This is an optimization exercise on Yosys and OpenROAD, whose aim is small area and a short achievable clock period, not a production implementation.
Where RTL was checked, it was by simulation tests only, not by an equivalence proof against the original.
Function not checked in run 2: the RTL went through the layout flow alone.
Power is estimated from default activity; no workload was simulated.

==> flow/design.v, too long to show whole: its modules and the start of the top module <==
// module running_average: 27 lines
// module ra_add_out: 430 lines
// module ra_add_nxt: 429 lines
// module ra_fa: 4 lines
// module ra_a21boi: 3 lines
// module ra_aoi21: 3 lines
// module ra_inv: 3 lines
// module ra_nand2: 3 lines
// module ra_nor2: 3 lines
// module ra_nor2b: 3 lines
// module ra_nor3b: 3 lines
// module ra_o21bai: 3 lines
// module ra_oai21: 3 lines
// module ra_xnor2: 3 lines
// module ra_xor2: 3 lines
module running_average #(
  parameter N = 4,
  parameter DATAWIDTH = 32
)(
  input   wire        clk,
  input   wire        reset,
  input   wire [DATAWIDTH -1 : 0] data_i,
  output  wire [DATAWIDTH -1 : 0] average_o
);
  // ...
==> flow/flow/run.sh <==
#!/bin/bash
set -euo pipefail
here=$(pwd)
DU_DEFAULT=$(cat flow/default_dont_use.txt)
DU_BIG=$(cat flow/big_cells.txt)
bash standard.sh DONT_USE_CELLS="$DU_DEFAULT $DU_BIG" synth > "$here/synth.log" 2>&1
args=()
if [[ -f flow/pnr_args.txt ]]; then
  while IFS= read -r line; do
    [[ -n "$line" && "$line" != \#* ]] && args+=("$line")
  done < flow/pnr_args.txt
fi
bash standard.sh "${args[@]}" finish > "$here/pnr.log" 2>&1
==> flow/flow/big_cells.txt <==
sky130_fd_sc_hd__a2111o_2 sky130_fd_sc_hd__a2111o_4 sky130_fd_sc_hd__a2111oi_2 sky130_fd_sc_hd__a2111oi_4 sky130_fd_sc_hd__a211o_2 sky130_fd_sc_hd__a211o_4 sky130_fd_sc_hd__a211oi_2 sky130_fd_sc_hd__a211oi_4 sky130_fd_sc_hd__a21bo_2 sky130_fd_sc_hd__a21bo_4 sky130_fd_sc_hd__a21boi_2 sky130_fd_sc_hd__a21boi_4 sky130_fd_sc_hd__a21o_2 sky130_fd_sc_hd__a21o_4 sky130_fd_sc_hd__a21oi_2 sky130_fd_sc_hd__a21oi_4 sky130_fd_sc_hd__a221o_2 sky130_fd_sc_hd__a221o_4 sky130_fd_sc_hd__a221oi_2 sky130_fd_sc_hd__a221oi_4 sky130_fd_sc_hd__a22o_2 sky130_fd_sc_hd__a22o_4 sky130_fd_sc_hd__a22oi_2 sky130_fd_sc_hd__a22oi_4 sky130_fd_sc_hd__a2bb2o_2 sky130_fd_sc_hd__a2bb2o_4 sky130_fd_sc_hd__a2bb2oi_2 sky130_fd_sc_hd__a2bb2oi_4 sky130_fd_sc_hd__a311o_2 sky130_fd_sc_hd__a311o_4 sky130_fd_sc_hd__a311oi_2 sky130_fd_sc_hd__a311oi_4 sky130_fd_sc_hd__a31o_2 sky130_fd_sc_hd__a31o_4 sky130_fd_sc_hd__a31oi_2 sky130_fd_sc_hd__a31oi_4 sky130_fd_sc_hd__a32o_2 sky130_fd_sc_hd__a32o_4 sky130_fd_sc_hd__a32oi_2 sky130_fd_sc_hd__a32oi_4 sky130_fd_sc_hd__a41o_2 sky130_fd_sc_hd__a41o_4 sky130_fd_sc_hd__a41oi_2 sky130_fd_sc_hd__a41oi_4 sky130_fd_sc_hd__and2_2 sky130_fd_sc_hd__and2_4 sky130_fd_sc_hd__and2b_2 sky130_fd_sc_hd__and2b_4 sky130_fd_sc_hd__and3_2 sky130_fd_sc_hd__and3_4 sky130_fd_sc_hd__and3b_2 sky130_fd_sc_hd__and3b_4 sky130_fd_sc_hd__and4_2 sky130_fd_sc_hd__and4_4 sky130_fd_sc_hd__and4b_2 sky130_fd_sc_hd__and4b_4 sky130_fd_sc_hd__and4bb_2 sky130_fd_sc_hd__and4bb_4 sky130_fd_sc_hd__fa_2 sky130_fd_sc_hd__fa_4 sky130_fd_sc_hd__ha_2 sky130_fd_sc_hd__ha_4 sky130_fd_sc_hd__inv_12 sky130_fd_sc_hd__inv_16 sky130_fd_sc_hd__inv_2 sky130_fd_sc_hd__inv_4 sky130_fd_sc_hd__inv_6 sky130_fd_sc_hd__inv_8 sky130_fd_sc_hd__maj3_2 sky130_fd_sc_hd__maj3_4 sky130_fd_sc_hd__mux2_2 sky130_fd_sc_hd__mux2_4 sky130_fd_sc_hd__mux2_8 sky130_fd_sc_hd__mux2i_2 sky130_fd_sc_hd__mux2i_4 sky130_fd_sc_hd__mux4_2 sky130_fd_sc_hd__mux4_4 sky130_fd_sc_hd__nand2_2 sky130_fd_sc_hd__nand2_4 sky130_fd_sc_hd__nand2_8 sky130_fd_sc_hd__nand2b_2 sky130_fd_sc_hd__nand2b_4 sky130_fd_sc_hd__nand3_2 sky130_fd_sc_hd__nand3_4 sky130_fd_sc_hd__nand3b_2 sky130_fd_sc_hd__nand3b_4 sky130_fd_sc_hd__nand4_2 sky130_fd_sc_hd__nand4_4 sky130_fd_sc_hd__nand4b_2 sky130_fd_sc_hd__nand4b_4 sky130_fd_sc_hd__nand4bb_2 sky130_fd_sc_hd__nand4bb_4 sky130_fd_sc_hd__nor2_2 sky130_fd_sc_hd__nor2_4 sky130_fd_sc_hd__nor2_8 sky130_fd_sc_hd__nor2b_2 sky130_fd_sc_hd__nor2b_4 sky130_fd_sc_hd__nor3_2 sky130_fd_sc_hd__nor3_4 sky130_fd_sc_hd__nor3b_2 sky130_fd_sc_hd__nor3b_4 sky130_fd_sc_hd__nor4_2 sky130_fd_sc_hd__nor4_4 sky130_fd_sc_hd__nor4b_2 sky130_fd_sc_hd__nor4b_4 sky130_fd_sc_hd__nor4bb_2 sky130_fd_sc_hd__nor4bb_4 sky130_fd_sc_hd__o2111a_2 sky130_fd_sc_hd__o2111a_4 sky130_fd_sc_hd__o2111ai_2 sky130_fd_sc_hd__o2111ai_4 sky130_fd_sc_hd__o211a_2 sky130_fd_sc_hd__o211a_4 sky130_fd_sc_hd__o211ai_2 sky130_fd_sc_hd__o211ai_4 sky130_fd_sc_hd__o21a_2 sky130_fd_sc_hd__o21a_4 sky130_fd_sc_hd__o21ai_2 sky130_fd_sc_hd__o21ai_4 sky130_fd_sc_hd__o21ba_2 sky130_fd_sc_hd__o21ba_4 sky130_fd_sc_hd__o21bai_2 sky130_fd_sc_hd__o21bai_4 sky130_fd_sc_hd__o221a_2 sky130_fd_sc_hd__o221a_4 sky130_fd_sc_hd__o221ai_2 sky130_fd_sc_hd__o221ai_4 sky130_fd_sc_hd__o22a_2 sky130_fd_sc_hd__o22a_4 sky130_fd_sc_hd__o22ai_2 sky130_fd_sc_hd__o22ai_4 sky130_fd_sc_hd__o2bb2a_2 sky130_fd_sc_hd__o2bb2a_4 sky130_fd_sc_hd__o2bb2ai_2 sky130_fd_sc_hd__o2bb2ai_4 sky130_fd_sc_hd__o311a_2 sky130_fd_sc_hd__o311a_4 sky130_fd_sc_hd__o311ai_2 sky130_fd_sc_hd__o311ai_4 sky130_fd_sc_hd__o31a_2 sky130_fd_sc_hd__o31a_4 sky130_fd_sc_hd__o31ai_2 sky130_fd_sc_hd__o31ai_4 sky130_fd_sc_hd__o32a_2 sky130_fd_sc_hd__o32a_4 sky130_fd_sc_hd__o32ai_2 sky130_fd_sc_hd__o32ai_4 sky130_fd_sc_hd__o41a_2 sky130_fd_sc_hd__o41a_4 sky130_fd_sc_hd__o41ai_2 sky130_fd_sc_hd__o41ai_4 sky130_fd_sc_hd__or2_2 sky130_fd_sc_hd__or2_4 sky130_fd_sc_hd__or2b_2 sky130_fd_sc_hd__or2b_4 sky130_fd_sc_hd__or3_2 sky130_fd_sc_hd__or3_4 sky130_fd_sc_hd__or3b_2 sky130_fd_sc_hd__or3b_4 sky130_fd_sc_hd__or4_2 sky130_fd_sc_hd__or4_4 sky130_fd_sc_hd__or4b_2 sky130_fd_sc_hd__or4b_4 sky130_fd_sc_hd__or4bb_2 sky130_fd_sc_hd__or4bb_4 sky130_fd_sc_hd__xnor2_2 sky130_fd_sc_hd__xnor2_4 sky130_fd_sc_hd__xnor3_2 sky130_fd_sc_hd__xnor3_4 sky130_fd_sc_hd__xor2_2 sky130_fd_sc_hd__xor2_4 sky130_fd_sc_hd__xor3_2 sky130_fd_sc_hd__xor3_4
==> flow/flow/default_dont_use.txt <==
sky130_fd_sc_hd__probe_p_8 sky130_fd_sc_hd__probec_p_8 sky130_fd_sc_hd__lpflow_bleeder_1 sky130_fd_sc_hd__lpflow_clkbufkapwr_1 sky130_fd_sc_hd__lpflow_clkbufkapwr_16 sky130_fd_sc_hd__lpflow_clkbufkapwr_2 sky130_fd_sc_hd__lpflow_clkbufkapwr_4 sky130_fd_sc_hd__lpflow_clkbufkapwr_8 sky130_fd_sc_hd__lpflow_clkinvkapwr_1 sky130_fd_sc_hd__lpflow_clkinvkapwr_16 sky130_fd_sc_hd__lpflow_clkinvkapwr_2 sky130_fd_sc_hd__lpflow_clkinvkapwr_4 sky130_fd_sc_hd__lpflow_clkinvkapwr_8 sky130_fd_sc_hd__lpflow_decapkapwr_12 sky130_fd_sc_hd__lpflow_decapkapwr_3 sky130_fd_sc_hd__lpflow_decapkapwr_4 sky130_fd_sc_hd__lpflow_decapkapwr_6 sky130_fd_sc_hd__lpflow_decapkapwr_8 sky130_fd_sc_hd__lpflow_inputiso0n_1 sky130_fd_sc_hd__lpflow_inputiso0p_1 sky130_fd_sc_hd__lpflow_inputiso1n_1 sky130_fd_sc_hd__lpflow_inputiso1p_1 sky130_fd_sc_hd__lpflow_inputisolatch_1 sky130_fd_sc_hd__lpflow_isobufsrc_1 sky130_fd_sc_hd__lpflow_isobufsrc_16 sky130_fd_sc_hd__lpflow_isobufsrc_2 sky130_fd_sc_hd__lpflow_isobufsrc_4 sky130_fd_sc_hd__lpflow_isobufsrc_8 sky130_fd_sc_hd__lpflow_isobufsrckapwr_16 sky130_fd_sc_hd__lpflow_lsbuf_lh_hl_isowell_tap_1 sky130_fd_sc_hd__lpflow_lsbuf_lh_hl_isowell_tap_2 sky130_fd_sc_hd__lpflow_lsbuf_lh_hl_isowell_tap_4 sky130_fd_sc_hd__lpflow_lsbuf_lh_isowell_4 sky130_fd_sc_hd__lpflow_lsbuf_lh_isowell_tap_1 sky130_fd_sc_hd__lpflow_lsbuf_lh_isowell_tap_2 sky130_fd_sc_hd__lpflow_lsbuf_lh_isowell_tap_4 
==> flow/flow/pnr_args.txt <==
BUFFER_PORTS_ARGS=-buffer_cell sky130_fd_sc_hd__buf_1
==> flow/standard.sh <==
#!/bin/bash
# synth_recipe.tcl (not shown) runs the flow's synth.tcl, then flattens the netlist and writes it again
# the make line also repeats each setting of config.mk as NAME=value (left out here)
make -C /OpenROAD-flow-scripts/flow DESIGN_CONFIG=/design/flow/config.mk WORK_HOME=/design/flow/orfs CLKGATE_MAP_FILE= SYNTH_SCRIPT=/design/flow/synth_recipe.tcl "${@:-finish}"
==> flow/config.mk <==
export PLATFORM = sky130hd
export DESIGN_NAME = running_average
export DESIGN_NICKNAME = running_average
export VERILOG_FILES = /design/flow/design.v
export SDC_FILE = /design/flow/constraint.sdc
export NUM_CORES = 4
export LEC_CHECK = 0
export CAP_MARGIN = 0
export CORE_MARGIN = 2
export CORE_UTILIZATION = 60
export CTS_BUF_LIST = sky130_fd_sc_hd__clkbuf_4 sky130_fd_sc_hd__clkbuf_8
export SETUP_SLACK_MARGIN = 2.5
export SLEW_MARGIN = 0
export SYNTH_HIERARCHICAL = 1
==> flow/constraint.sdc <==
create_clock -name core_clock -period 7.0 [get_ports {clk}]
set_input_delay 1.4000 -clock core_clock [delete_from_list [all_inputs] [get_ports {clk}]]
set_output_delay 1.4000 -clock core_clock [all_outputs]
set_load 0.01 [all_outputs]
==> summary.md, run 1 <==
| Metric | Value |
|---|---|
| Final Hold Fails | `0` |
| Complex-gate fraction of the synthesized area | `0.116` |
| Biggest regs | `s1 x32, s2 x32, s3 x32` |
| Max Cap Violations | `0` |
| Dpl cells | `743` |
| Buffer and inverter count on the worst path | `3` |
| I/O pins | `66` |
| YS warnings | `7` |
| Commonest non-fill, non-tap cell in the layout | `dfrtp_1` |
| Async SR Flop Fraction | `1.00` |
| Top delay family on crit path | `compound AO/OA/AOI/OAI gates` |
| CTS max path bufs | `2` |
| Period utilization | `0.632` |
| Combinational Power | `0.00107 W` |
| Hold EP | `s2[18]` |
| Final Instance Area | `6340 sq um` |
| Fraction of layout cells with a size suffix above 1 | `0.155` |
| Buffers, non-clock | `74` |
| Fill count | `646` |
| RSZ-0062 raised after global routing | `true` |
| Worst reg2reg setup slack | `3.61 ns` |
| Simple-Gate Fraction of Synth Area | `0.194` |
| Worst-path fanout max | `8` |
| Leading area contributor after synthesis | `dfrtp_1` |
| Placed cell area | `5820 sq um` |
| DR top layer | `met4` |
| Reg-to-Reg End | `s3[28]` |
| Vias/cell | `5.38` |
| Cell with the most instances after synthesis | `dfrtp_1` |
| Fin nets | `720` |
| Global-route track usage on met1 | `0.303` |
| Critical Path AT | `3.03 ns` |
| Status | `timing/DRC/antenna clean` |
| Critical path depth in cells | `11` |
| Mapped Cells | `571` |
| CLK BUF | `11` |
| Met2 Use GR | `0.403` |
| Max Freq | `226 MHz` |
| Util after Layout | `0.723` |
==> module ra_add_out, before the edit <==
module ra_add_out (input wire [31:0] a, input wire [31:0] b, input wire r, output wire [29:0] y);
  wire n1;
  wire n2;
  wire n3;
  wire n4;
  wire n5;
  wire n6;
  wire n7;
  wire n8;
  wire n9;
  wire n10;
  wire n11;
  wire n12;
  wire n13;
  wire n14;
  wire n15;
  wire n16;
  wire n17;
  wire n18;
  wire n19;
  wire n20;
  wire n21;
  wire n22;
  wire n23;
  wire n24;
  wire n25;
  wire n26;
  wire n27;
  wire n28;
  wire n29;
  wire n30;
  wire n31;
  wire n32;
  wire n33;
  wire n34;
  wire n35;
  wire n36;
  wire n37;
  wire n38;
  wire n39;
  wire n40;
  wire n41;
  wire n42;
  wire n43;
  wire n44;
  wire n45;
  wire n46;
  wire n47;
  wire n48;
  wire n49;
  wire n50;
  wire n51;
  wire n52;
  wire n53;
  wire n54;
  wire n55;
  wire n56;
  wire n57;
  wire n58;
  wire n59;
  wire n60;
  wire n61;
  wire n62;
  wire n63;
  wire n64;
  wire n65;
  wire n66;
  wire n67;
  wire n68;
  wire n69;
  wire n70;
  wire n71;
  wire n72;
  wire n73;
  wire n74;
  wire n75;
  wire n76;
  wire n77;
  wire n78;
  wire n79;
  wire n80;
  wire n81;
  wire n82;
  wire n83;
  wire n84;
  wire n85;
  wire n86;
  wire n87;
  wire n88;
  wire n89;
  wire n90;
  wire n91;
  wire n92;
  wire n93;
  wire n94;
  wire n95;
  wire n96;
  wire n97;
  wire n98;
  wire n99;
  wire n100;
  wire n101;
  wire n102;
  wire n103;
  wire n104;
  wire n105;
  wire n106;
  wire n107;
  wire n108;
  wire n109;
  wire n110;
  wire n111;
  wire n112;
  wire n113;
  wire n114;
  wire n115;
  wire n116;
  wire n117;
  wire n118;
  wire n119;
  wire n120;
  wire n121;
  wire n122;
  wire n123;
  wire n124;
  wire n125;
  wire n126;
  wire n127;
  wire n128;
  wire n129;
  wire n130;
  wire n131;
  wire n132;
  wire n133;
  wire n134;
  wire n135;
  wire n136;
  wire n137;
  wire n138;
  wire n139;
  wire n140;
  wire n141;
  wire n142;
  wire n143;
  wire n144;
  wire n145;
  wire n146;
  wire n147;
  wire n148;
  wire n149;
  wire n150;
  wire n151;
  wire n152;
  wire n153;
  wire n154;
  wire n155;
  wire n156;
  wire n157;
  wire n158;
  wire n159;
  wire n160;
  wire n161;
  wire n162;
  wire n163;
  wire n164;
  wire n165;
  wire n166;
  wire n167;
  wire n168;
  wire n169;
  wire n171;
  wire n173;
  wire n175;
  wire n177;
  wire n179;
  wire n181;
  wire n183;
  wire n185;
  wire n187;
  wire n189;
  wire n191;
  wire n193;
  wire n195;
  wire n197;
  wire n199;
  wire n201;
  wire n203;
  wire n205;
  wire n207;
  wire n209;
  wire n211;
  wire n213;
  wire n215;
  wire n217;
  wire n219;
  wire n221;
  wire n223;
  wire n225;
  wire n227;
  wire n228;
  ra_nand2 g1 (.a(a[0]), .b(b[0]), .y(n1));
  ra_nor2 g2 (.a(a[0]), .b(b[0]), .y(n2));
  ra_nand2 g3 (.a(a[1]), .b(b[1]), .y(n3));
  ra_nor2 g4 (.a(a[1]), .b(b[1]), .y(n4));
  ra_nand2 g5 (.a(a[2]), .b(b[2]), .y(n5));
  ra_nor2 g6 (.a(a[2]), .b(b[2]), .y(n6));
  ra_nand2 g7 (.a(a[3]), .b(b[3]), .y(n7));
  ra_nor2 g8 (.a(a[3]), .b(b[3]), .y(n8));
  ra_nand2 g9 (.a(a[4]), .b(b[4]), .y(n9));
  ra_nor2 g10 (.a(a[4]), .b(b[4]), .y(n10));
  ra_nand2 g11 (.a(a[5]), .b(b[5]), .y(n11));
  ra_nor2 g12 (.a(a[5]), .b(b[5]), .y(n12));
  ra_nand2 g13 (.a(a[6]), .b(b[6]), .y(n13));
  ra_nor2 g14 (.a(a[6]), .b(b[6]), .y(n14));
  ra_nand2 g15 (.a(a[7]), .b(b[7]), .y(n15));
  ra_nor2 g16 (.a(a[7]), .b(b[7]), .y(n16));
  ra_nand2 g17 (.a(a[8]), .b(b[8]), .y(n17));
  ra_nor2 g18 (.a(a[8]), .b(b[8]), .y(n18));
  ra_nand2 g19 (.a(a[9]), .b(b[9]), .y(n19));
  ra_nor2 g20 (.a(a[9]), .b(b[9]), .y(n20));
  ra_nand2 g21 (.a(a[10]), .b(b[10]), .y(n21));
  ra_nor2 g22 (.a(a[10]), .b(b[10]), .y(n22));
  ra_nand2 g23 (.a(a[11]), .b(b[11]), .y(n23));
  ra_nor2 g24 (.a(a[11]), .b(b[11]), .y(n24));
  ra_nand2 g25 (.a(a[12]), .b(b[12]), .y(n25));
  ra_nor2 g26 (.a(a[12]), .b(b[12]), .y(n26));
  ra_nand2 g27 (.a(a[13]), .b(b[13]), .y(n27));
  ra_nor2 g28 (.a(a[13]), .b(b[13]), .y(n28));
  ra_nand2 g29 (.a(a[14]), .b(b[14]), .y(n29));
  ra_nor2 g30 (.a(a[14]), .b(b[14]), .y(n30));
  ra_nand2 g31 (.a(a[15]), .b(b[15]), .y(n31));
  ra_nor2 g32 (.a(a[15]), .b(b[15]), .y(n32));
  ra_nand2 g33 (.a(a[16]), .b(b[16]), .y(n33));
  ra_nor2 g34 (.a(a[16]), .b(b[16]), .y(n34));
  ra_nand2 g35 (.a(a[17]), .b(b[17]), .y(n35));
  ra_nor2 g36 (.a(a[17]), .b(b[17]), .y(n36));
  ra_nand2 g37 (.a(a[18]), .b(b[18]), .y(n37));
  ra_nor2 g38 (.a(a[18]), .b(b[18]), .y(n38));
  ra_nand2 g39 (.a(a[19]), .b(b[19]), .y(n39));
  ra_nor2 g40 (.a(a[19]), .b(b[19]), .y(n40));
  ra_nand2 g41 (.a(a[20]), .b(b[20]), .y(n41));
  ra_nor2 g42 (.a(a[20]), .b(b[20]), .y(n42));
  ra_nand2 g43 (.a(a[21]), .b(b[21]), .y(n43));
  ra_nor2 g44 (.a(a[21]), .b(b[21]), .y(n44));
  ra_nand2 g45 (.a(a[22]), .b(b[22]), .y(n45));
  ra_nor2 g46 (.a(a[22]), .b(b[22]), .y(n46));
  ra_nand2 g47 (.a(a[23]), .b(b[23]), .y(n47));
  ra_nor2 g48 (.a(a[23]), .b(b[23]), .y(n48));
  ra_nand2 g49 (.a(a[24]), .b(b[24]), .y(n49));
  ra_nor2 g50 (.a(a[24]), .b(b[24]), .y(n50));
  ra_nand2 g51 (.a(a[25]), .b(b[25]), .y(n51));
  ra_nor2 g52 (.a(a[25]), .b(b[25]), .y(n52));
  ra_nand2 g53 (.a(a[26]), .b(b[26]), .y(n53));
  ra_nor2 g54 (.a(a[26]), .b(b[26]), .y(n54));
  ra_nand2 g55 (.a(a[27]), .b(b[27]), .y(n55));
  ra_nor2 g56 (.a(a[27]), .b(b[27]), .y(n56));
  ra_nand2 g57 (.a(a[28]), .b(b[28]), .y(n57));
  ra_nor2 g58 (.a(a[28]), .b(b[28]), .y(n58));
  ra_nand2 g59 (.a(a[29]), .b(b[29]), .y(n59));
  ra_nor2 g60 (.a(a[29]), .b(b[29]), .y(n60));
  ra_nand2 g61 (.a(a[30]), .b(b[30]), .y(n61));
  ra_nor2 g62 (.a(a[30]), .b(b[30]), .y(n62));
  ra_oai21 g63 (.a1(n4), .a2(n1), .b1(n3), .y(n63));
  ra_oai21 g64 (.a1(n8), .a2(n5), .b1(n7), .y(n64));
  ra_nor2 g65 (.a(n8), .b(n6), .y(n65));
  ra_oai21 g66 (.a1(n12), .a2(n9), .b1(n11), .y(n66));
  ra_nor2 g67 (.a(n12), .b(n10), .y(n67));
  ra_oai21 g68 (.a1(n16), .a2(n13), .b1(n15), .y(n68));
  ra_nor2 g69 (.a(n16), .b(n14), .y(n69));
  ra_oai21 g70 (.a1(n20), .a2(n17), .b1(n19), .y(n70));
  ra_nor2 g71 (.a(n20), .b(n18), .y(n71));
  ra_oai21 g72 (.a1(n24), .a2(n21), .b1(n23), .y(n72));
  ra_nor2 g73 (.a(n24), .b(n22), .y(n73));
  ra_oai21 g74 (.a1(n28), .a2(n25), .b1(n27), .y(n74));
  ra_nor2 g75 (.a(n28), .b(n26), .y(n75));
  ra_oai21 g76 (.a1(n32), .a2(n29), .b1(n31), .y(n76));
  ra_nor2 g77 (.a(n32), .b(n30), .y(n77));
  ra_oai21 g78 (.a1(n36), .a2(n33), .b1(n35), .y(n78));
  ra_nor2 g79 (.a(n36), .b(n34), .y(n79));
  ra_oai21 g80 (.a1(n40), .a2(n37), .b1(n39), .y(n80));
  ra_nor2 g81 (.a(n40), .b(n38), .y(n81));
  ra_oai21 g82 (.a1(n44), .a2(n41), .b1(n43), .y(n82));
  ra_nor2 g83 (.a(n44), .b(n42), .y(n83));
  ra_oai21 g84 (.a1(n48), .a2(n45), .b1(n47), .y(n84));
  ra_nor2 g85 (.a(n48), .b(n46), .y(n85));
  ra_oai21 g86 (.a1(n52), .a2(n49), .b1(n51), .y(n86));
  ra_nor2 g87 (.a(n52), .b(n50), .y(n87));
  ra_oai21 g88 (.a1(n56), .a2(n53), .b1(n55), .y(n88));
  ra_nor2 g89 (.a(n56), .b(n54), .y(n89));
  ra_oai21 g90 (.a1(n60), .a2(n57), .b1(n59), .y(n90));
  ra_nor2 g91 (.a(n60), .b(n58), .y(n91));
  ra_aoi21 g92 (.a1(n65), .a2(n63), .b1(n64), .y(n92));
  ra_aoi21 g93 (.a1(n69), .a2(n66), .b1(n68), .y(n93));
  ra_nand2 g94 (.a(n69), .b(n67), .y(n94));
  ra_aoi21 g95 (.a1(n73), .a2(n70), .b1(n72), .y(n95));
  ra_nand2 g96 (.a(n73), .b(n71), .y(n96));
  ra_aoi21 g97 (.a1(n77), .a2(n74), .b1(n76), .y(n97));
  ra_nand2 g98 (.a(n77), .b(n75), .y(n98));
  ra_aoi21 g99 (.a1(n81), .a2(n78), .b1(n80), .y(n99));
  ra_nand2 g100 (.a(n81), .b(n79), .y(n100));
  ra_aoi21 g101 (.a1(n85), .a2(n82), .b1(n84), .y(n101));
  ra_nand2 g102 (.a(n85), .b(n83), .y(n102));
  ra_aoi21 g103 (.a1(n89), .a2(n86), .b1(n88), .y(n103));
  ra_nand2 g104 (.a(n89), .b(n87), .y(n104));
  ra_inv g105 (.a(n67), .y(n105));
  ra_o21bai g106 (.a1(n105), .a2(n92), .b1n(n66), .y(n106));
  ra_oai21 g107 (.a1(n94), .a2(n92), .b1(n93), .y(n107));
  ra_inv g108 (.a(n75), .y(n108));
  ra_o21bai g109 (.a1(n108), .a2(n95), .b1n(n74), .y(n109));
  ra_nor2b g110 (.a(n96), .bn(n75), .y(n110));
  ra_oai21 g111 (.a1(n98), .a2(n95), .b1(n97), .y(n111));
  ra_nor2 g112 (.a(n98), .b(n96), .y(n112));
  ra_inv g113 (.a(n83), .y(n113));
  ra_o21bai g114 (.a1(n113), .a2(n99), .b1n(n82), .y(n114));
  ra_nor2b g115 (.a(n100), .bn(n83), .y(n115));
  ra_oai21 g116 (.a1(n102), .a2(n99), .b1(n101), .y(n116));
  ra_nor2 g117 (.a(n102), .b(n100), .y(n117));
  ra_inv g118 (.a(n91), .y(n118));
  ra_o21bai g119 (.a1(n118), .a2(n103), .b1n(n90), .y(n119));
  ra_nor2b g120 (.a(n104), .bn(n91), .y(n120));
  ra_aoi21 g121 (.a1(n71), .a2(n107), .b1(n70), .y(n121));
  ra_inv g122 (.a(n96), .y(n122));
  ra_a21boi g123 (.a1(n122), .a2(n107), .b1n(n95), .y(n123));
  ra_aoi21 g124 (.a1(n110), .a2(n107), .b1(n109), .y(n124));
  ra_aoi21 g125 (.a1(n112), .a2(n107), .b1(n111), .y(n125));
  ra_aoi21 g126 (.a1(n87), .a2(n116), .b1(n86), .y(n126));
  ra_nand2 g127 (.a(n87), .b(n117), .y(n127));
  ra_inv g128 (.a(n104), .y(n128));
  ra_a21boi g129 (.a1(n128), .a2(n116), .b1n(n103), .y(n129));
  ra_nor2b g130 (.a(n104), .bn(n117), .y(n130));
  ra_aoi21 g131 (.a1(n120), .a2(n116), .b1(n119), .y(n131));
  ra_nand2 g132 (.a(n120), .b(n117), .y(n132));
  ra_inv g133 (.a(n79), .y(n133));
  ra_o21bai g134 (.a1(n133), .a2(n125), .b1n(n78), .y(n134));
  ra_oai21 g135 (.a1(n100), .a2(n125), .b1(n99), .y(n135));
  ra_inv g136 (.a(n115), .y(n136));
  ra_o21bai g137 (.a1(n136), .a2(n125), .b1n(n114), .y(n137));
  ra_inv g138 (.a(n117), .y(n138));
  ra_o21bai g139 (.a1(n138), .a2(n125), .b1n(n116), .y(n139));
  ra_oai21 g140 (.a1(n127), .a2(n125), .b1(n126), .y(n140));
  ra_inv g141 (.a(n130), .y(n141));
  ra_oai21 g142 (.a1(n141), .a2(n125), .b1(n129), .y(n142));
  ra_oai21 g143 (.a1(n132), .a2(n125), .b1(n131), .y(n143));
  ra_inv g144 (.a(n6), .y(n144));
  ra_a21boi g145 (.a1(n144), .a2(n63), .b1n(n5), .y(n145));
  ra_oai21 g146 (.a1(n10), .a2(n92), .b1(n9), .y(n146));
  ra_inv g147 (.a(n14), .y(n147));
  ra_a21boi g148 (.a1(n147), .a2(n106), .b1n(n13), .y(n148));
  ra_inv g149 (.a(n18), .y(n149));
  ra_a21boi g150 (.a1(n149), .a2(n107), .b1n(n17), .y(n150));
  ra_oai21 g151 (.a1(n22), .a2(n121), .b1(n21), .y(n151));
  ra_oai21 g152 (.a1(n26), .a2(n123), .b1(n25), .y(n152));
  ra_oai21 g153 (.a1(n30), .a2(n124), .b1(n29), .y(n153));
  ra_oai21 g154 (.a1(n34), .a2(n125), .b1(n33), .y(n154));
  ra_inv g155 (.a(n38), .y(n155));
  ra_a21boi g156 (.a1(n155), .a2(n134), .b1n(n37), .y(n156));
  ra_inv g157 (.a(n42), .y(n157));
  ra_a21boi g158 (.a1(n157), .a2(n135), .b1n(n41), .y(n158));
  ra_inv g159 (.a(n46), .y(n159));
  ra_a21boi g160 (.a1(n159), .a2(n137), .b1n(n45), .y(n160));
  ra_inv g161 (.a(n50), .y(n161));
  ra_a21boi g162 (.a1(n161), .a2(n139), .b1n(n49), .y(n162));
  ra_inv g163 (.a(n54), .y(n163));
  ra_a21boi g164 (.a1(n163), .a2(n140), .b1n(n53), .y(n164));
  ra_inv g165 (.a(n58), .y(n165));
  ra_a21boi g166 (.a1(n165), .a2(n142), .b1n(n57), .y(n166));
  ra_inv g167 (.a(n62), .y(n167));
  ra_a21boi g168 (.a1(n167), .a2(n143), .b1n(n61), .y(n168));
  ra_nor3b g169 (.a(n6), .b(r), .cn(n5), .y(n169));
  ra_xor2 g170 (.a(n169), .b(n63), .y(y[0]));
  ra_nor3b g171 (.a(n8), .b(r), .cn(n7), .y(n171));
  ra_xnor2 g172 (.a(n171), .b(n145), .y(y[1]));
  ra_nor3b g173 (.a(n10), .b(r), .cn(n9), .y(n173));
  ra_xnor2 g174 (.a(n173), .b(n92), .y(y[2]));
  ra_nor3b g175 (.a(n12), .b(r), .cn(n11), .y(n175));
  ra_xor2 g176 (.a(n175), .b(n146), .y(y[3]));
  ra_nor3b g177 (.a(n14), .b(r), .cn(n13), .y(n177));
  ra_xor2 g178 (.a(n177), .b(n106), .y(y[4]));
  ra_nor3b g179 (.a(n16), .b(r), .cn(n15), .y(n179));
  ra_xnor2 g180 (.a(n179), .b(n148), .y(y[5]));
  ra_nor3b g181 (.a(n18), .b(r), .cn(n17), .y(n181));
  ra_xor2 g182 (.a(n181), .b(n107), .y(y[6]));
  ra_nor3b g183 (.a(n20), .b(r), .cn(n19), .y(n183));
  ra_xnor2 g184 (.a(n183), .b(n150), .y(y[7]));
  ra_nor3b g185 (.a(n22), .b(r), .cn(n21), .y(n185));
  ra_xnor2 g186 (.a(n185), .b(n121), .y(y[8]));
  ra_nor3b g187 (.a(n24), .b(r), .cn(n23), .y(n187));
  ra_xor2 g188 (.a(n187), .b(n151), .y(y[9]));
  ra_nor3b g189 (.a(n26), .b(r), .cn(n25), .y(n189));
  ra_xnor2 g190 (.a(n189), .b(n123), .y(y[10]));
  ra_nor3b g191 (.a(n28), .b(r), .cn(n27), .y(n191));
  ra_xor2 g192 (.a(n191), .b(n152), .y(y[11]));
  ra_nor3b g193 (.a(n30), .b(r), .cn(n29), .y(n193));
  ra_xnor2 g194 (.a(n193), .b(n124), .y(y[12]));
  ra_nor3b g195 (.a(n32), .b(r), .cn(n31), .y(n195));
  ra_xor2 g196 (.a(n195), .b(n153), .y(y[13]));
  ra_nor3b g197 (.a(n34), .b(r), .cn(n33), .y(n197));
  ra_xnor2 g198 (.a(n197), .b(n125), .y(y[14]));
  ra_nor3b g199 (.a(n36), .b(r), .cn(n35), .y(n199));
  ra_xor2 g200 (.a(n199), .b(n154), .y(y[15]));
  ra_nor3b g201 (.a(n38), .b(r), .cn(n37), .y(n201));
  ra_xor2 g202 (.a(n201), .b(n134), .y(y[16]));
  ra_nor3b g203 (.a(n40), .b(r), .cn(n39), .y(n203));
  ra_xnor2 g204 (.a(n203), .b(n156), .y(y[17]));
  ra_nor3b g205 (.a(n42), .b(r), .cn(n41), .y(n205));
  ra_xor2 g206 (.a(n205), .b(n135), .y(y[18]));
  ra_nor3b g207 (.a(n44), .b(r), .cn(n43), .y(n207));
  ra_xnor2 g208 (.a(n207), .b(n158), .y(y[19]));
  ra_nor3b g209 (.a(n46), .b(r), .cn(n45), .y(n209));
  ra_xor2 g210 (.a(n209), .b(n137), .y(y[20]));
  ra_nor3b g211 (.a(n48), .b(r), .cn(n47), .y(n211));
  ra_xnor2 g212 (.a(n211), .b(n160), .y(y[21]));
  ra_nor3b g213 (.a(n50), .b(r), .cn(n49), .y(n213));
  ra_xor2 g214 (.a(n213), .b(n139), .y(y[22]));
  ra_nor3b g215 (.a(n52), .b(r), .cn(n51), .y(n215));
  ra_xnor2 g216 (.a(n215), .b(n162), .y(y[23]));
  ra_nor3b g217 (.a(n54), .b(r), .cn(n53), .y(n217));
  ra_xor2 g218 (.a(n217), .b(n140), .y(y[24]));
  ra_nor3b g219 (.a(n56), .b(r), .cn(n55), .y(n219));
  ra_xnor2 g220 (.a(n219), .b(n164), .y(y[25]));
  ra_nor3b g221 (.a(n58), .b(r), .cn(n57), .y(n221));
  ra_xor2 g222 (.a(n221), .b(n142), .y(y[26]));
  ra_nor3b g223 (.a(n60), .b(r), .cn(n59), .y(n223));
  ra_xnor2 g224 (.a(n223), .b(n166), .y(y[27]));
  ra_nor3b g225 (.a(n62), .b(r), .cn(n61), .y(n225));
  ra_xor2 g226 (.a(n225), .b(n143), .y(y[28]));
  ra_xnor2 g227 (.a(a[31]), .b(b[31]), .y(n227));
  ra_nor2 g228 (.a(n227), .b(r), .y(n228));
  ra_xnor2 g229 (.a(n228), .b(n168), .y(y[29]));
endmodule
==> run 2, diff against run 1 <==
--- a/flow/design.v
+++ b/flow/design.v
@@ -180,51 +180,36 @@
   wire n152;
   wire n153;
   wire n154;
-  wire n155;
   wire n156;
-  wire n157;
   wire n158;
-  wire n159;
   wire n160;
-  wire n161;
   wire n162;
-  wire n163;
   wire n164;
-  wire n165;
   wire n166;
-  wire n167;
   wire n168;
-  wire n169;
-  wire n171;
-  wire n173;
-  wire n175;
-  wire n177;
-  wire n179;
-  wire n181;
-  wire n183;
-  wire n185;
-  wire n187;
-  wire n189;
-  wire n191;
-  wire n193;
-  wire n195;
-  wire n197;
-  wire n199;
-  wire n201;
-  wire n203;
-  wire n205;
-  wire n207;
-  wire n209;
-  wire n211;
+  wire n170;
+  wire n172;
+  wire n174;
+  wire n176;
+  wire n178;
+  wire n180;
+  wire n182;
+  wire n184;
+  wire n186;
+  wire n188;
+  wire n190;
+  wire n192;
+  wire n194;
+  wire n196;
+  wire n198;
+  wire n200;
+  wire n202;
+  wire n204;
+  wire n206;
+  wire n208;
+  wire n210;
+  wire n212;
   wire n213;
-  wire n215;
-  wire n217;
-  wire n219;
-  wire n221;
-  wire n223;
-  wire n225;
-  wire n227;
-  wire n228;
   ra_nand2 g1 (.a(a[0]), .b(b[0]), .y(n1));
   ra_nor2 g2 (.a(a[0]), .b(b[0]), .y(n2));
   ra_nand2 g3 (.a(a[1]), .b(b[1]), .y(n3));
@@ -329,131 +314,116 @@
   ra_nand2 g102 (.a(n85), .b(n83), .y(n102));
   ra_aoi21 g103 (.a1(n89), .a2(n86), .b1(n88), .y(n103));
   ra_nand2 g104 (.a(n89), .b(n87), .y(n104));
-  ra_inv g105 (.a(n67), .y(n105));
-  ra_o21bai g106 (.a1(n105), .a2(n92), .b1n(n66), .y(n106));
-  ra_oai21 g107 (.a1(n94), .a2(n92), .b1(n93), .y(n107));
-  ra_inv g108 (.a(n75), .y(n108));
-  ra_o21bai g109 (.a1(n108), .a2(n95), .b1n(n74), .y(n109));
-  ra_nor2b g110 (.a(n96), .bn(n75), .y(n110));
-  ra_oai21 g111 (.a1(n98), .a2(n95), .b1(n97), .y(n111));
-  ra_nor2 g112 (.a(n98), .b(n96), .y(n112));
-  ra_inv g113 (.a(n83), .y(n113));
-  ra_o21bai g114 (.a1(n113), .a2(n99), .b1n(n82), .y(n114));
-  ra_nor2b g115 (.a(n100), .bn(n83), .y(n115));
-  ra_oai21 g116 (.a1(n102), .a2(n99), .b1(n101), .y(n116));
-  ra_nor2 g117 (.a(n102), .b(n100), .y(n117));
-  ra_inv g118 (.a(n91), .y(n118));
-  ra_o21bai g119 (.a1(n118), .a2(n103), .b1n(n90), .y(n119));
-  ra_nor2b g120 (.a(n104), .bn(n91), .y(n120));
-  ra_aoi21 g121 (.a1(n71), .a2(n107), .b1(n70), .y(n121));
-  ra_inv g122 (.a(n96), .y(n122));
-  ra_a21boi g123 (.a1(n122), .a2(n107), .b1n(n95), .y(n123));
-  ra_aoi21 g124 (.a1(n110), .a2(n107), .b1(n109), .y(n124));
-  ra_aoi21 g125 (.a1(n112), .a2(n107), .b1(n111), .y(n125));
-  ra_aoi21 g126 (.a1(n87), .a2(n116), .b1(n86), .y(n126));
-  ra_nand2 g127 (.a(n87), .b(n117), .y(n127));
-  ra_inv g128 (.a(n104), .y(n128));
-  ra_a21boi g129 (.a1(n128), .a2(n116), .b1n(n103), .y(n129));
-  ra_nor2b g130 (.a(n104), .bn(n117), .y(n130));
-  ra_aoi21 g131 (.a1(n120), .a2(n116), .b1(n119), .y(n131));
-  ra_nand2 g132 (.a(n120), .b(n117), .y(n132));
-  ra_inv g133 (.a(n79), .y(n133));
-  ra_o21bai g134 (.a1(n133), .a2(n125), .b1n(n78), .y(n134));
-  ra_oai21 g135 (.a1(n100), .a2(n125), .b1(n99), .y(n135));
-  ra_inv g136 (.a(n115), .y(n136));
-  ra_o21bai g137 (.a1(n136), .a2(n125), .b1n(n114), .y(n137));
-  ra_inv g138 (.a(n117), .y(n138));
-  ra_o21bai g139 (.a1(n138), .a2(n125), .b1n(n116), .y(n139));
-  ra_oai21 g140 (.a1(n127), .a2(n125), .b1(n126), .y(n140));
-  ra_inv g141 (.a(n130), .y(n141));
-  ra_oai21 g142 (.a1(n141), .a2(n125), .b1(n129), .y(n142));
-  ra_oai21 g143 (.a1(n132), .a2(n125), .b1(n131), .y(n143));
-  ra_inv g144 (.a(n6), .y(n144));
-  ra_a21boi g145 (.a1(n144), .a2(n63), .b1n(n5), .y(n145));
-  ra_oai21 g146 (.a1(n10), .a2(n92), .b1(n9), .y(n146));
-  ra_inv g147 (.a(n14), .y(n147));
-  ra_a21boi g148 (.a1(n147), .a2(n106), .b1n(n13), .y(n148));
-  ra_inv g149 (.a(n18), .y(n149));
-  ra_a21boi g150 (.a1(n149), .a2(n107), .b1n(n17), .y(n150));
-  ra_oai21 g151 (.a1(n22), .a2(n121), .b1(n21), .y(n151));
-  ra_oai21 g152 (.a1(n26), .a2(n123), .b1(n25), .y(n152));
-  ra_oai21 g153 (.a1(n30), .a2(n124), .b1(n29), .y(n153));
-  ra_oai21 g154 (.a1(n34), .a2(n125), .b1(n33), .y(n154));
-  ra_inv g155 (.a(n38), .y(n155));
-  ra_a21boi g156 (.a1(n155), .a2(n134), .b1n(n37), .y(n156));
-  ra_inv g157 (.a(n42), .y(n157));
-  ra_a21boi g158 (.a1(n157), .a2(n135), .b1n(n41), .y(n158));
-  ra_inv g159 (.a(n46), .y(n159));
-  ra_a21boi g160 (.a1(n159), .a2(n137), .b1n(n45), .y(n160));
-  ra_inv g161 (.a(n50), .y(n161));
-  ra_a21boi g162 (.a1(n161), .a2(n139), .b1n(n49), .y(n162));
-  ra_inv g163 (.a(n54), .y(n163));
-  ra_a21boi g164 (.a1(n163), .a2(n140), .b1n(n53), .y(n164));
-  ra_inv g165 (.a(n58), .y(n165));
-  ra_a21boi g166 (.a1(n165), .a2(n142), .b1n(n57), .y(n166));
-  ra_inv g167 (.a(n62), .y(n167));
-  ra_a21boi g168 (.a1(n167), .a2(n143), .b1n(n61), .y(n168));
-  ra_nor3b g169 (.a(n6), .b(r), .cn(n5), .y(n169));
-  ra_xor2 g170 (.a(n169), .b(n63), .y(y[0]));
-  ra_nor3b g171 (.a(n8), .b(r), .cn(n7), .y(n171));
-  ra_xnor2 g172 (.a(n171), .b(n145), .y(y[1]));
-  ra_nor3b g173 (.a(n10), .b(r), .cn(n9), .y(n173));
-  ra_xnor2 g174 (.a(n173), .b(n92), .y(y[2]));
-  ra_nor3b g175 (.a(n12), .b(r), .cn(n11), .y(n175));
-  ra_xor2 g176 (.a(n175), .b(n146), .y(y[3]));
-  ra_nor3b g177 (.a(n14), .b(r), .cn(n13), .y(n177));
-  ra_xor2 g178 (.a(n177), .b(n106), .y(y[4]));
-  ra_nor3b g179 (.a(n16), .b(r), .cn(n15), .y(n179));
-  ra_xnor2 g180 (.a(n179), .b(n148), .y(y[5]));
-  ra_nor3b g181 (.a(n18), .b(r), .cn(n17), .y(n181));
-  ra_xor2 g182 (.a(n181), .b(n107), .y(y[6]));
-  ra_nor3b g183 (.a(n20), .b(r), .cn(n19), .y(n183));
-  ra_xnor2 g184 (.a(n183), .b(n150), .y(y[7]));
-  ra_nor3b g185 (.a(n22), .b(r), .cn(n21), .y(n185));
-  ra_xnor2 g186 (.a(n185), .b(n121), .y(y[8]));
-  ra_nor3b g187 (.a(n24), .b(r), .cn(n23), .y(n187));
-  ra_xor2 g188 (.a(n187), .b(n151), .y(y[9]));
-  ra_nor3b g189 (.a(n26), .b(r), .cn(n25), .y(n189));
-  ra_xnor2 g190 (.a(n189), .b(n123), .y(y[10]));
-  ra_nor3b g191 (.a(n28), .b(r), .cn(n27), .y(n191));
-  ra_xor2 g192 (.a(n191), .b(n152), .y(y[11]));
-  ra_nor3b g193 (.a(n30), .b(r), .cn(n29), .y(n193));
-  ra_xnor2 g194 (.a(n193), .b(n124), .y(y[12]));
-  ra_nor3b g195 (.a(n32), .b(r), .cn(n31), .y(n195));
-  ra_xor2 g196 (.a(n195), .b(n153), .y(y[13]));
-  ra_nor3b g197 (.a(n34), .b(r), .cn(n33), .y(n197));
-  ra_xnor2 g198 (.a(n197), .b(n125), .y(y[14]));
-  ra_nor3b g199 (.a(n36), .b(r), .cn(n35), .y(n199));
-  ra_xor2 g200 (.a(n199), .b(n154), .y(y[15]));
-  ra_nor3b g201 (.a(n38), .b(r), .cn(n37), .y(n201));
-  ra_xor2 g202 (.a(n201), .b(n134), .y(y[16]));
-  ra_nor3b g203 (.a(n40), .b(r), .cn(n39), .y(n203));
-  ra_xnor2 g204 (.a(n203), .b(n156), .y(y[17]));
-  ra_nor3b g205 (.a(n42), .b(r), .cn(n41), .y(n205));
-  ra_xor2 g206 (.a(n205), .b(n135), .y(y[18]));
-  ra_nor3b g207 (.a(n44), .b(r), .cn(n43), .y(n207));
-  ra_xnor2 g208 (.a(n207), .b(n158), .y(y[19]));
-  ra_nor3b g209 (.a(n46), .b(r), .cn(n45), .y(n209));
-  ra_xor2 g210 (.a(n209), .b(n137), .y(y[20]));
-  ra_nor3b g211 (.a(n48), .b(r), .cn(n47), .y(n211));
-  ra_xnor2 g212 (.a(n211), .b(n160), .y(y[21]));
-  ra_nor3b g213 (.a(n50), .b(r), .cn(n49), .y(n213));
-  ra_xor2 g214 (.a(n213), .b(n139), .y(y[22]));
-  ra_nor3b g215 (.a(n52), .b(r), .cn(n51), .y(n215));
-  ra_xnor2 g216 (.a(n215), .b(n162), .y(y[23]));
-  ra_nor3b g217 (.a(n54), .b(r), .cn(n53), .y(n217));
-  ra_xor2 g218 (.a(n217), .b(n140), .y(y[24]));
-  ra_nor3b g219 (.a(n56), .b(r), .cn(n55), .y(n219));
-  ra_xnor2 g220 (.a(n219), .b(n164), .y(y[25]));
-  ra_nor3b g221 (.a(n58), .b(r), .cn(n57), .y(n221));
-  ra_xor2 g222 (.a(n221), .b(n142), .y(y[26]));
-  ra_nor3b g223 (.a(n60), .b(r), .cn(n59), .y(n223));
-  ra_xnor2 g224 (.a(n223), .b(n166), .y(y[27]));
-  ra_nor3b g225 (.a(n62), .b(r), .cn(n61), .y(n225));
-  ra_xor2 g226 (.a(n225), .b(n143), .y(y[28]));
-  ra_xnor2 g227 (.a(a[31]), .b(b[31]), .y(n227));
-  ra_nor2 g228 (.a(n227), .b(r), .y(n228));
-  ra_xnor2 g229 (.a(n228), .b(n168), .y(y[29]));
+  ra_oai21 g105 (.a1(n94), .a2(n92), .b1(n93), .y(n105));
+  ra_oai21 g106 (.a1(n98), .a2(n95), .b1(n97), .y(n106));
+  ra_nor2 g107 (.a(n98), .b(n96), .y(n107));
+  ra_oai21 g108 (.a1(n102), .a2(n99), .b1(n101), .y(n108));
+  ra_nor2 g109 (.a(n102), .b(n100), .y(n109));
+  ra_inv g110 (.a(n96), .y(n110));
+  ra_a21boi g111 (.a1(n110), .a2(n105), .b1n(n95), .y(n111));
+  ra_aoi21 g112 (.a1(n107), .a2(n105), .b1(n106), .y(n112));
+  ra_inv g113 (.a(n104), .y(n113));
+  ra_a21boi g114 (.a1(n113), .a2(n108), .b1n(n103), .y(n114));
+  ra_nor2b g115 (.a(n104), .bn(n109), .y(n115));
+  ra_oai21 g116 (.a1(n100), .a2(n112), .b1(n99), .y(n116));
+  ra_inv g117 (.a(n109), .y(n117));
+  ra_o21bai g118 (.a1(n117), .a2(n112), .b1n(n108), .y(n118));
+  ra_inv g119 (.a(n115), .y(n119));
+  ra_oai21 g120 (.a1(n119), .a2(n112), .b1(n114), .y(n120));
+  ra_inv g121 (.a(n67), .y(n121));
+  ra_o21bai g122 (.a1(n121), .a2(n92), .b1n(n66), .y(n122));
+  ra_aoi21 g123 (.a1(n71), .a2(n105), .b1(n70), .y(n123));
+  ra_inv g124 (.a(n75), .y(n124));
+  ra_o21bai g125 (.a1(n124), .a2(n111), .b1n(n74), .y(n125));
+  ra_inv g126 (.a(n79), .y(n126));
+  ra_o21bai g127 (.a1(n126), .a2(n112), .b1n(n78), .y(n127));
+  ra_aoi21 g128 (.a1(n83), .a2(n116), .b1(n82), .y(n128));
+  ra_aoi21 g129 (.a1(n87), .a2(n118), .b1(n86), .y(n129));
+  ra_aoi21 g130 (.a1(n91), .a2(n120), .b1(n90), .y(n130));
+  ra_inv g131 (.a(n6), .y(n131));
+  ra_a21boi g132 (.a1(n131), .a2(n63), .b1n(n5), .y(n132));
+  ra_oai21 g133 (.a1(n10), .a2(n92), .b1(n9), .y(n133));
+  ra_inv g134 (.a(n14), .y(n134));
+  ra_a21boi g135 (.a1(n134), .a2(n122), .b1n(n13), .y(n135));
+  ra_inv g136 (.a(n18), .y(n136));
+  ra_a21boi g137 (.a1(n136), .a2(n105), .b1n(n17), .y(n137));
+  ra_oai21 g138 (.a1(n22), .a2(n123), .b1(n21), .y(n138));
+  ra_oai21 g139 (.a1(n26), .a2(n111), .b1(n25), .y(n139));
+  ra_inv g140 (.a(n30), .y(n140));
+  ra_a21boi g141 (.a1(n140), .a2(n125), .b1n(n29), .y(n141));
+  ra_oai21 g142 (.a1(n34), .a2(n112), .b1(n33), .y(n142));
+  ra_inv g143 (.a(n38), .y(n143));
+  ra_a21boi g144 (.a1(n143), .a2(n127), .b1n(n37), .y(n144));
+  ra_inv g145 (.a(n42), .y(n145));
+  ra_a21boi g146 (.a1(n145), .a2(n116), .b1n(n41), .y(n146));
+  ra_oai21 g147 (.a1(n46), .a2(n128), .b1(n45), .y(n147));
+  ra_inv g148 (.a(n50), .y(n148));
+  ra_a21boi g149 (.a1(n148), .a2(n118), .b1n(n49), .y(n149));
+  ra_oai21 g150 (.a1(n54), .a2(n129), .b1(n53), .y(n150));
+  ra_inv g151 (.a(n58), .y(n151));
+  ra_a21boi g152 (.a1(n151), .a2(n120), .b1n(n57), .y(n152));
+  ra_oai21 g153 (.a1(n62), .a2(n130), .b1(n61), .y(n153));
+  ra_nor3b g154 (.a(n6), .b(r), .cn(n5), .y(n154));
+  ra_xor2 g155 (.a(n154), .b(n63), .y(y[0]));
+  ra_nor3b g156 (.a(n8), .b(r), .cn(n7), .y(n156));
+  ra_xnor2 g157 (.a(n156), .b(n132), .y(y[1]));
+  ra_nor3b g158 (.a(n10), .b(r), .cn(n9), .y(n158));
+  ra_xnor2 g159 (.a(n158), .b(n92), .y(y[2]));
+  ra_nor3b g160 (.a(n12), .b(r), .cn(n11), .y(n160));
+  ra_xor2 g161 (.a(n160), .b(n133), .y(y[3]));
+  ra_nor3b g162 (.a(n14), .b(r), .cn(n13), .y(n162));
+  ra_xor2 g163 (.a(n162), .b(n122), .y(y[4]));
+  ra_nor3b g164 (.a(n16), .b(r), .cn(n15), .y(n164));
+  ra_xnor2 g165 (.a(n164), .b(n135), .y(y[5]));
+  ra_nor3b g166 (.a(n18), .b(r), .cn(n17), .y(n166));
+  ra_xor2 g167 (.a(n166), .b(n105), .y(y[6]));
+  ra_nor3b g168 (.a(n20), .b(r), .cn(n19), .y(n168));
+  ra_xnor2 g169 (.a(n168), .b(n137), .y(y[7]));
+  ra_nor3b g170 (.a(n22), .b(r), .cn(n21), .y(n170));
+  ra_xnor2 g171 (.a(n170), .b(n123), .y(y[8]));
+  ra_nor3b g172 (.a(n24), .b(r), .cn(n23), .y(n172));
+  ra_xor2 g173 (.a(n172), .b(n138), .y(y[9]));
+  ra_nor3b g174 (.a(n26), .b(r), .cn(n25), .y(n174));
+  ra_xnor2 g175 (.a(n174), .b(n111), .y(y[10]));
+  ra_nor3b g176 (.a(n28), .b(r), .cn(n27), .y(n176));
+  ra_xor2 g177 (.a(n176), .b(n139), .y(y[11]));
+  ra_nor3b g178 (.a(n30), .b(r), .cn(n29), .y(n178));
+  ra_xor2 g179 (.a(n178), .b(n125), .y(y[12]));
+  ra_nor3b g180 (.a(n32), .b(r), .cn(n31), .y(n180));
+  ra_xnor2 g181 (.a(n180), .b(n141), .y(y[13]));
+  ra_nor3b g182 (.a(n34), .b(r), .cn(n33), .y(n182));
+  ra_xnor2 g183 (.a(n182), .b(n112), .y(y[14]));
+  ra_nor3b g184 (.a(n36), .b(r), .cn(n35), .y(n184));
+  ra_xor2 g185 (.a(n184), .b(n142), .y(y[15]));
+  ra_nor3b g186 (.a(n38), .b(r), .cn(n37), .y(n186));
+  ra_xor2 g187 (.a(n186), .b(n127), .y(y[16]));
+  ra_nor3b g188 (.a(n40), .b(r), .cn(n39), .y(n188));
+  ra_xnor2 g189 (.a(n188), .b(n144), .y(y[17]));
+  ra_nor3b g190 (.a(n42), .b(r), .cn(n41), .y(n190));
+  ra_xor2 g191 (.a(n190), .b(n116), .y(y[18]));
+  ra_nor3b g192 (.a(n44), .b(r), .cn(n43), .y(n192));
+  ra_xnor2 g193 (.a(n192), .b(n146), .y(y[19]));
+  ra_nor3b g194 (.a(n46), .b(r), .cn(n45), .y(n194));
+  ra_xnor2 g195 (.a(n194), .b(n128), .y(y[20]));
+  ra_nor3b g196 (.a(n48), .b(r), .cn(n47), .y(n196));
+  ra_xor2 g197 (.a(n196), .b(n147), .y(y[21]));
+  ra_nor3b g198 (.a(n50), .b(r), .cn(n49), .y(n198));
+  ra_xor2 g199 (.a(n198), .b(n118), .y(y[22]));
+  ra_nor3b g200 (.a(n52), .b(r), .cn(n51), .y(n200));
+  ra_xnor2 g201 (.a(n200), .b(n149), .y(y[23]));
+  ra_nor3b g202 (.a(n54), .b(r), .cn(n53), .y(n202));
+  ra_xnor2 g203 (.a(n202), .b(n129), .y(y[24]));
+  ra_nor3b g204 (.a(n56), .b(r), .cn(n55), .y(n204));
+  ra_xor2 g205 (.a(n204), .b(n150), .y(y[25]));
+  ra_nor3b g206 (.a(n58), .b(r), .cn(n57), .y(n206));
+  ra_xor2 g207 (.a(n206), .b(n120), .y(y[26]));
+  ra_nor3b g208 (.a(n60), .b(r), .cn(n59), .y(n208));
+  ra_xnor2 g209 (.a(n208), .b(n152), .y(y[27]));
+  ra_nor3b g210 (.a(n62), .b(r), .cn(n61), .y(n210));
+  ra_xnor2 g211 (.a(n210), .b(n130), .y(y[28]));
+  ra_xnor2 g212 (.a(a[31]), .b(b[31]), .y(n212));
+  ra_nor2 g213 (.a(n212), .b(r), .y(n213));
+  ra_xor2 g214 (.a(n213), .b(n153), .y(y[29]));
 endmodule
 module ra_add_nxt (input wire [31:0] a, input wire [31:0] b, input wire [31:0] c, output wire [31:0] y);
   wire [31:0] fs;
==> summary.md, run 2 <==
| Metric | Value |
|---|---|
| Post-DRT Antenna Nets | `0 (unchanged)` |
| Commonest cells in the netlist | `dfrtp_1, nor2_1, nand2_1, o21ai_1 (was dfrtp_1, nor2_1, nand2_1, o21ai_1, inv_1)` |
| CTS sink cnt | `96 (unchanged)` |
| Largest family of logic cells by synthesized area | `simple AND/OR/NAND/NOR gates (unchanged)` |
| Simple-Gate Fraction of Synth Area | `0.192 (was 0.194)` |
| Placed cell area | `5740 sq um (was 5820 sq um)` |
| Total gr overflow | `0 (unchanged)` |
| Seq pwr share | `0.327 (was 0.332)` |
| Leading area contributor after synthesis | `dfrtp_1 (unchanged)` |
| Fraction of layout cells with a size suffix above 1 | `0.180 (was 0.155)` |
| WL final | `10600 um (was 11100 um)` |
| Synthesis-stage register bit count | `96 (unchanged)` |
| DRT Pass-1 Iters | `4 (was 5)` |
| Syn_area_per_cell | `9.65 sq um (was 9.54 sq um)` |
| Final Slew Violations | `0 (unchanged)` |
| Clock skew | `0.0145 ns (was 0.0105 ns)` |
| Clock power frac | `0.174 (was 0.171)` |
| Period utilization | `0.637 (was 0.632)` |
| Core Region | `8680 sq um (was 8760 sq um)` |
| Die area | `9710 sq um (was 9860 sq um)` |
| Crit end category | `primary output (unchanged)` |
| Biggest regs | `s1 x32, s2 x32, s3 x32 (unchanged)` |
| Die height | `98.6 um (was 99.3 um)` |
| Worst path slowest cell | `a21oi_1 (was buf_6)` |
| H-tree levels | `3 (unchanged)` |
| Max Freq | `224 MHz (was 226 MHz)` |
| Worst slew pin tran | `0.761 ns (was 0.728 ns)` |
| Power Internal | `0.00130 W (was 0.00128 W)` |
| GPL Wtd Cong | `0.841 (was 0.771)` |
| Tot GR Track Use | `0.227 (was 0.235)` |
| Pwr/cell area | `341 nW/um^2 (about the same)` |
| Post-route DRC violation count | `0 (unchanged)` |
| Final Hold Fails | `0 (unchanged)` |
| First-pass GRT wire length | `17500 um (was 18200 um)` |
| Post-synthesis mux area share | `0 (unchanged)` |
| Net Sw Power | `0.000892 W (was 0.000877 W)` |
| Worst-path fanout max | `4 (was 8)` |
| DP Wirelength | `7540 um (was 8140 um)` |
| Post-place setup slack | `1.76 ns (was 1.94 ns)` |
| Pin count of the biggest net entering global routing | `64 (was 59)` |
| Period minus WS final | `4.46 ns (was 4.43 ns)` |
| VDD IR max | `0.208 mV (was 0.188 mV)` |
| TritonCTS buffer count | `9 (unchanged)` |
| Worst reg2reg setup slack | `3.61 ns (about the same)` |
| LEAKAGE | `2.73 nW (was 2.70 nW)` |
| Main area contributors after synthesis | `dfrtp_1, fa_1, nor2_1 (unchanged)` |
| TritonCTS clock tree | `done (unchanged)` |
| Reg-to-Reg End | `s3[24] (was s3[28])` |
| Synth top area share | `0.448 (was 0.441)` |
| Final WS setup | `2.54 ns (was 2.57 ns)` |
| Die X | `98.6 um (was 99.3 um)` |
| Cell with the most instances after synthesis | `dfrtp_1 (unchanged)` |
| Vias/cell | `5.27 (was 5.38)` |
| Max Cap Violations | `0 (unchanged)` |
| Async SR Flop Fraction | `1.00 (unchanged)` |
| YS warnings | `7 (unchanged)` |
| Critical path required time | `5.60 ns (about the same)` |
| Row Count | `34 (unchanged)` |
| Cell area after synthesis | `5360 sq um (was 5450 sq um)` |
| CTS max path bufs | `2 (unchanged)` |
| Fill count | `612 (was 646)` |
| Number of synthesized flops with an enable pin | `0 (unchanged)` |
| Commonest non-fill, non-tap cell in the layout | `dfrtp_1 (unchanged)` |
| Library cells used by synthesis | `15 (unchanged)` |
| Worst-path clk slew | `0.10 ns (was 0.09 ns)` |
| Dpl cells | `727 (was 743)` |
| Fin nets | `710 (was 720)` |
| RSZ-0062 raised after global routing | `false (was true)` |
| Sw Share | `0.407 (was 0.406)` |
| Reg2Reg Launch Point | `s1[2] (unchanged)` |
| Final setup vio count | `0 (unchanged)` |
| Most frequent cells in the layout | `dfrtp_1, nand2_1, nor2_1 (was dfrtp_1, nor2_1, nand2_1)` |
| Synth Area in Adders | `0.119 (was 0.118)` |
| Slew margin rel. | `0.493 (was 0.515)` |
| Origin of the worst setup path | `data_i[10] (was data_i[7])` |
| CP startpoint kind | `primary input (unchanged)` |
| IO Port Bufs | `63 (unchanged)` |
| Status | `timing/DRC/antenna clean (unchanged)` |
| Util after Layout | `0.740 (was 0.723)` |
| CP most frequent cell | `nor2_1` |
| CP max stage delay | `0.22 ns (was 0.21 ns)` |
| Hold-fix buffers, CTS | `0 (unchanged)` |
| Post-Route Setup TNS | `0 ns (unchanged)` |
| Diode count | `0 (unchanged)` |
| DRT iter0 DRCs | `114 (was 148)` |
| Non-filler cells, final | `757 (was 767)` |
| Area Growth Syn to Fin | `19.7% (was 16.4%)` |
| Mapped Cells | `556 (was 571)` |
| Crit Path Category | `in2out (unchanged)` |
| Hold Crit Class | `reg2reg (unchanged)` |
| Vias in the first global route | `4019 (was 4102)` |
| Clock root buffer | `clkbuf_8 (unchanged)` |
| CP Cell Sequence | `clkbuf_2 > nor2_1 > nor2_1 > a21oi_1 > o21ai_2 > a21oi_4 > buf_12 > o21bai_4 > a21oi_2 > buf_4 > xnor2_2 > buf_2 (was clkbuf_2 > nor2_2 > nor2_1 > a21oi_1 > o21ai_2 > a21oi_2 > buf_6 > o21ai_4 > a21boi_2 > xnor2_2 > buf_2)` |
| Synth Area in XOR/XNOR | `0.103 (was 0.101)` |
| Final Instance Area | `6420 sq um (was 6340 sq um)` |
| Ys flop type | `dfrtp_1 (unchanged)` |
| Initial antenna violation count | `0 (unchanged)` |
| Vias | `3991 (was 4123)` |
| Starting Density | `0.618 (was 0.622)` |
| Worst-skew pair later-pin latency | `0.37 ns (was 0.35 ns)` |
| Drt wl/cell | `14.1 um (was 14.4 um)` |
| Combinational Power Share | `0.499 (was 0.497)` |
| Worst Setup EP | `average_o[24] (was average_o[29])` |
| Critical Path AT | `3.06 ns (was 3.03 ns)` |
| FF-to-FF path depth | `10 (unchanged)` |
| Fraction of the yosys area taken by sequential cells | `0.448 (was 0.441)` |
| I/O pins | `66 (unchanged)` |
| Complex-gate fraction of the synthesized area | `0.111 (was 0.116)` |
-- run 2: cell types whose count changed after synthesis --
cell      before  now
nand2_1       75   73
nor2b_1       34   31
inv_1         36   31
a21boi_1      22   20
o21bai_1      11    8
-- run 2: modules after synthesis, one instance, submodules excluded, excerpt --
module           times used  cell area (sq um)  flops+latches
ra_inv                   30               3.75              0
ra_a21boi                20               7.51              0
ra_xnor2                 32               8.76              0
ra_nand2                 73               3.75              0
ra_nor3b                 29               7.51              0
ra_nor2b                 31               6.26              0
ra_fa                    32               20.0              0
ra_o21bai                 8               7.51              0
ra_oai21                 53               5.00              0
ra_aoi21                 24               5.00              0
ra_nor2                  92               3.75              0
ra_xor2                  31               8.76              0
running_average           1               2420             96
ra_add_nxt                1               7.51              0
-- run 2: area by class of cell --
| class | count | area, sq um | area share |
|---|---|---|---|
| multi-input cells | 427 | 3110 | 0.484 |
| flip-flops and latches | 96 | 2400 | 0.374 |
| repair buffers | 79 | 452 | 0.0703 |
| well taps | 108 | 135 | 0.0210 |
| clock buffers | 9 | 124 | 0.0193 |
| inverters | 31 | 118 | 0.0183 |
| clock inverters | 7 | 83.8 | 0.0131 |
-- run 2: kinds of logic (layout without fill, tap and decap cells) --
kind of cell	Yosys count	after routing
xor+xnor	63	63
buf+inv	34	126
flops	96	96
fa+ha+maj	32	32
compound gates	105	105
other cells	1	2
simple gates	225	225
-- run 2: worst max-delay path, delay by kind of cell --
kind	cells	cell delay, ns
xor+xnor	1	0.10
simple gates	2	0.27
buf+inv	4	0.56
compound gates	5	0.73
-- run 2: power groups by stage --
stage                     sequential (W)  clock [W]  combinational [W]
final                           0.000717   0.000381            0.00109
after floorplan                 0.000703          0           0.000658
after global routing            0.000731   0.000417            0.00120
after CTS                       0.000705   0.000391           0.000977
after global placement          0.000712          0           0.000862
after detailed placement        0.000713          0           0.000886
-- run 2: how the worst min path moves through the flow --
stage	startpoint	endpoint	slack, ns	depth (start not counted)
6_report	s1[14]	s2[14]	0.41	0
5_1_grt	s1[14]	s2[14]	0.43	0
4_1_cts	s1[14]	s2[14]	0.42	0
3_5_place_dp	s1[22]	s2[22]	0.40	0
3_3_place_gp	s1[10]	s2[10]	0.39	0
2_1_floorplan	s1[0]	s2[0]	0.39	0
-- run 2: what timing repair did --
| action | in CTS | in global routing |
|---|---|---|
| pin swaps | 14 | 23 |
| cloned | 0 | 0 |
| endpoints found under the setup margin | 22 | 13 |
| gates resized for setup | 40 | 82 |
| setup buffers | 7 | 7 |
-- run 2: through the flow --
step	hold slack [ns]	power, W
detailed placement	0.396	0.00160
global route	0.429	0.00235
finish	0.413	0.00219
floorplan	0.386	0.00136
CTS	0.417	0.00207
global placement	0.387	0.00157
-- run 2: layer usage --
layer  vias up  part of all wire  global-route usage
met3        23             0.030              0.0298
met4         0             0.024              0.0832
met1      1929              0.44               0.303
met5         -                 0                   0
met2        65              0.51               0.385
li1       1974                 -                   -

==> static timing again, ports no longer ideal <==
The results above use ideal ports. As a check the final layouts listed here were re-extracted and re-timed, cells and wires unchanged.
Step 1 (the two cells are an assumption about what drives the block):
set clk [get_ports {clk}]
set_driving_cell -lib_cell sky130_fd_sc_hd__clkbuf_16 $clk
set_driving_cell -lib_cell sky130_fd_sc_hd__buf_2 [delete_from_list [all_inputs] $clk]
Step 2 also shifts input and output timing later by t, the mid clock arrival at the registers, as if the neighbouring blocks saw the same clock.
Slacks: ideal ports / drivers / drivers and shift; pairs: ideal ports / drivers.
| run | t, ns | slack for setup (ns) | latest minus earliest clock arrival (ns) | worst data-port slew with drivers (ns) |
|---|---|---|---|---|
| run 1 | 0.380 | 2.573 / 2.553 / 2.433 | 0.011 / 0.011 | 0.05 |
| run 2 | 0.394 | 2.541 / 2.517 / 2.442 | 0.015 / 0.015 | 0.05 |
After both steps setup and hold are still met in every run listed. For run 1, which loses most, drivers alone change the setup slack by -0.020 ns; drivers and shift together by -0.140 ns.
